This is an optimization exercise on Yosys and OpenROAD, whose aim is small area and a short achievable clock period, not a production implementation.
The RTL was checked by simulation tests, not by an equivalence proof against the original design.

job 9112:
## Datapath
module Datapath(Clk, Reset, PC_Counter, IM_out, DMem_Addr, DMem_WData, DMem_WMask, DMem_Read, DMem_RData,
                Reg_Write, RegWrite_or, Write_Reg);
For scale: about 7700 cells after synthesis.
clock: 25.0 ns
lec_check: 0
cap_margin: 30
core_margin: 2
core_utilization: 60
cts_buf_list: sky130_fd_sc_hd__clkbuf_8
slew_margin: 30
synth_hierarchical: 1
synth_minimum_keep_size: 0
standard.sh (not shown) runs the stock make flow with config.mk's settings and CLKGATE_MAP_FILE= SYNTH_SCRIPT=/design/flow/synth_recipe.tcl, a recipe that flattens the netlist after the stock synthesis.
==> flow/flow/run.sh <==
#!/bin/bash
# The standard layout (standard.sh: the standard flow's synthesis and ORFS flow, unchanged
# scripts), with two layout settings given through the environment:
#  - the port buffers that buffer_ports inserts on every input and output are
#    buf_2 cells instead of the default delay-buffer cells.
# The make/ORFS output goes to standard.log here; ORFS's per-step logs are in
# orfs/logs/.
set -euo pipefail
export SETUP_SLACK_MARGIN=7
export BUFFER_PORTS_ARGS="-buffer_cell sky130_fd_sc_hd__buf_2"
bash standard.sh > standard.log 2>&1
No stage failed in job 9112, and the final checks on the layout all came back clean.
#### Input delta (job 5333 over job 9112)
Settings: SETUP_SLACK_MARGIN now 5, previously not set; CTS_BUF_LIST no longer set, was sky130_fd_sc_hd__clkbuf_8.
==> flow/run.sh (new file) <==
#!/bin/bash
# synth_recipe.tcl (not shown) runs the flow's synth.tcl, then flattens the netlist and writes it again
# the make line also repeats each setting of config.mk as NAME=value (left out here)
make -C /OpenROAD-flow-scripts/flow DESIGN_CONFIG=/design/flow/config.mk WORK_HOME=/design/flow/orfs CLKGATE_MAP_FILE= SYNTH_SCRIPT=/design/flow/synth_recipe.tcl finish
removed: flow/flow/run.sh
removed: flow/standard.sh
## What came out
In the tables for job 5333 and job 9112, number of iterations in the first detailed-routing pass reads higher with job 5333. Going from job 9112 to job 5333, minimum hold slack now sits lower; layout overhead on the synthesized area went down 1.4 points. Of job 5333 and job 9112, the run reporting the lower worst setup margin was job 5333. Proportion of final cell area spent on non-clock buffers: job 5333 vs job 9112 down 1.1 points. Comparing clock buffer and inverter area fraction after layout for job 5333 and job 9112, the bigger number came from job 5333.
Setup changes, job 5333 to job 3253
Settings: SETUP_SLACK_MARGIN removed (was 5); CTS_BUF_LIST newly set to sky130_fd_sc_hd__clkbuf_8.
==> flow/flow/run.sh (new file) <==
#!/bin/bash
# The standard layout (standard.sh: the standard flow's synthesis and ORFS flow, unchanged
# scripts), with two layout settings given through the environment:
#  - the port buffers that buffer_ports inserts on every input and output are
#    buf_2 cells instead of the default delay-buffer cells.
# The make/ORFS output goes to standard.log here; ORFS's per-step logs are in
# orfs/logs/.
set -euo pipefail
export SETUP_SLACK_MARGIN=8
export BUFFER_PORTS_ARGS="-buffer_cell sky130_fd_sc_hd__buf_2"
bash standard.sh > standard.log 2>&1
==> flow/standard.sh (new file) <==
#!/bin/bash
# synth_recipe.tcl (not shown) runs the flow's synth.tcl, then flattens the netlist and writes it again
# the make line also repeats each setting of config.mk as NAME=value (left out here)
make -C /OpenROAD-flow-scripts/flow DESIGN_CONFIG=/design/flow/config.mk WORK_HOME=/design/flow/orfs CLKGATE_MAP_FILE= SYNTH_SCRIPT=/design/flow/synth_recipe.tcl "${@:-finish}"
removed: flow/run.sh
Results
Job 3253: PASS, flow complete, no timing, DRC or antenna violations. Via count on job 3253 is up relative to job 5333. Min headroom to the max-slew limit across job 5333 and job 3253: job 5333. On placed cell count, job 5333 and job 3253 are neck and neck. Going from job 5333 to job 3253, data-path buffer share of cell area in the final layout grows by 4.4 points. The initial antenna violation count reported for job 3253 is greater than that of job 5333 by 7.
What job 4820 does differently from job 3253 at the input level:
diff --git a/flow/flow/run.sh b/flow/flow/run.sh
--- a/flow/flow/run.sh
+++ b/flow/flow/run.sh
@@ -9 +9 @@
-export SETUP_SLACK_MARGIN=8
+export SETUP_SLACK_MARGIN=7.5
Notes after the runs:
Of job 4820 and job 3253, it is job 4820 that has the lower detailed-route wire length on metal 1.
In job 4820, the depth of the most critical reg-to-reg path came out 2 above the value in job 3253.
Between job 3253 and job 4820, the number of filler cells placed in the layout is lower for job 3253.

static timing again, ports no longer ideal:
The results above use ideal ports. As a check the final layouts listed here were re-extracted and re-timed, cells and wires unchanged. Step 1 assumes that a clkbuf_16 drives the clock port and a buf_2 every other input. Step 2 adds t to the input delays and takes it off the output delays; t is the mean of the earliest and latest rising clock arrival at the registers after step 1. Input paths then give back, and output paths get back, about the clock's delay inside the block. Three values: ideal, step 1, step 2; two values: the first two.
run | t, ns | setup slack, ns | worst hold slack (ns) | latest minus earliest clock arrival (ns) | slew at the worst register clock pin (ns)
job 9112 | 1.015 | 6.918 / 6.707 / 6.707 | 0.605 / 0.605 / 0.605 | 0.088 / 0.088 | 0.08 / 0.08
job 5333 | 0.839 | 5.036 / 5.010 / 5.010 | 0.552 / 0.552 / 0.552 | 0.077 / 0.077 | 0.08 / 0.08
job 3253 | 1.020 | 7.571 / 7.288 / 7.288 | 0.580 / 0.580 / 0.580 | 0.068 / 0.068 | 0.07 / 0.07
job 4820 | 1.020 | 7.339 / 7.050 / 7.050 | 0.600 / 0.600 / 0.600 | 0.095 / 0.095 | 0.08 / 0.08
After both steps setup and hold are still met in every run listed. The setup slack of job 4820, which loses most, moves by -0.289 ns with the drivers and by -0.289 ns with both steps.
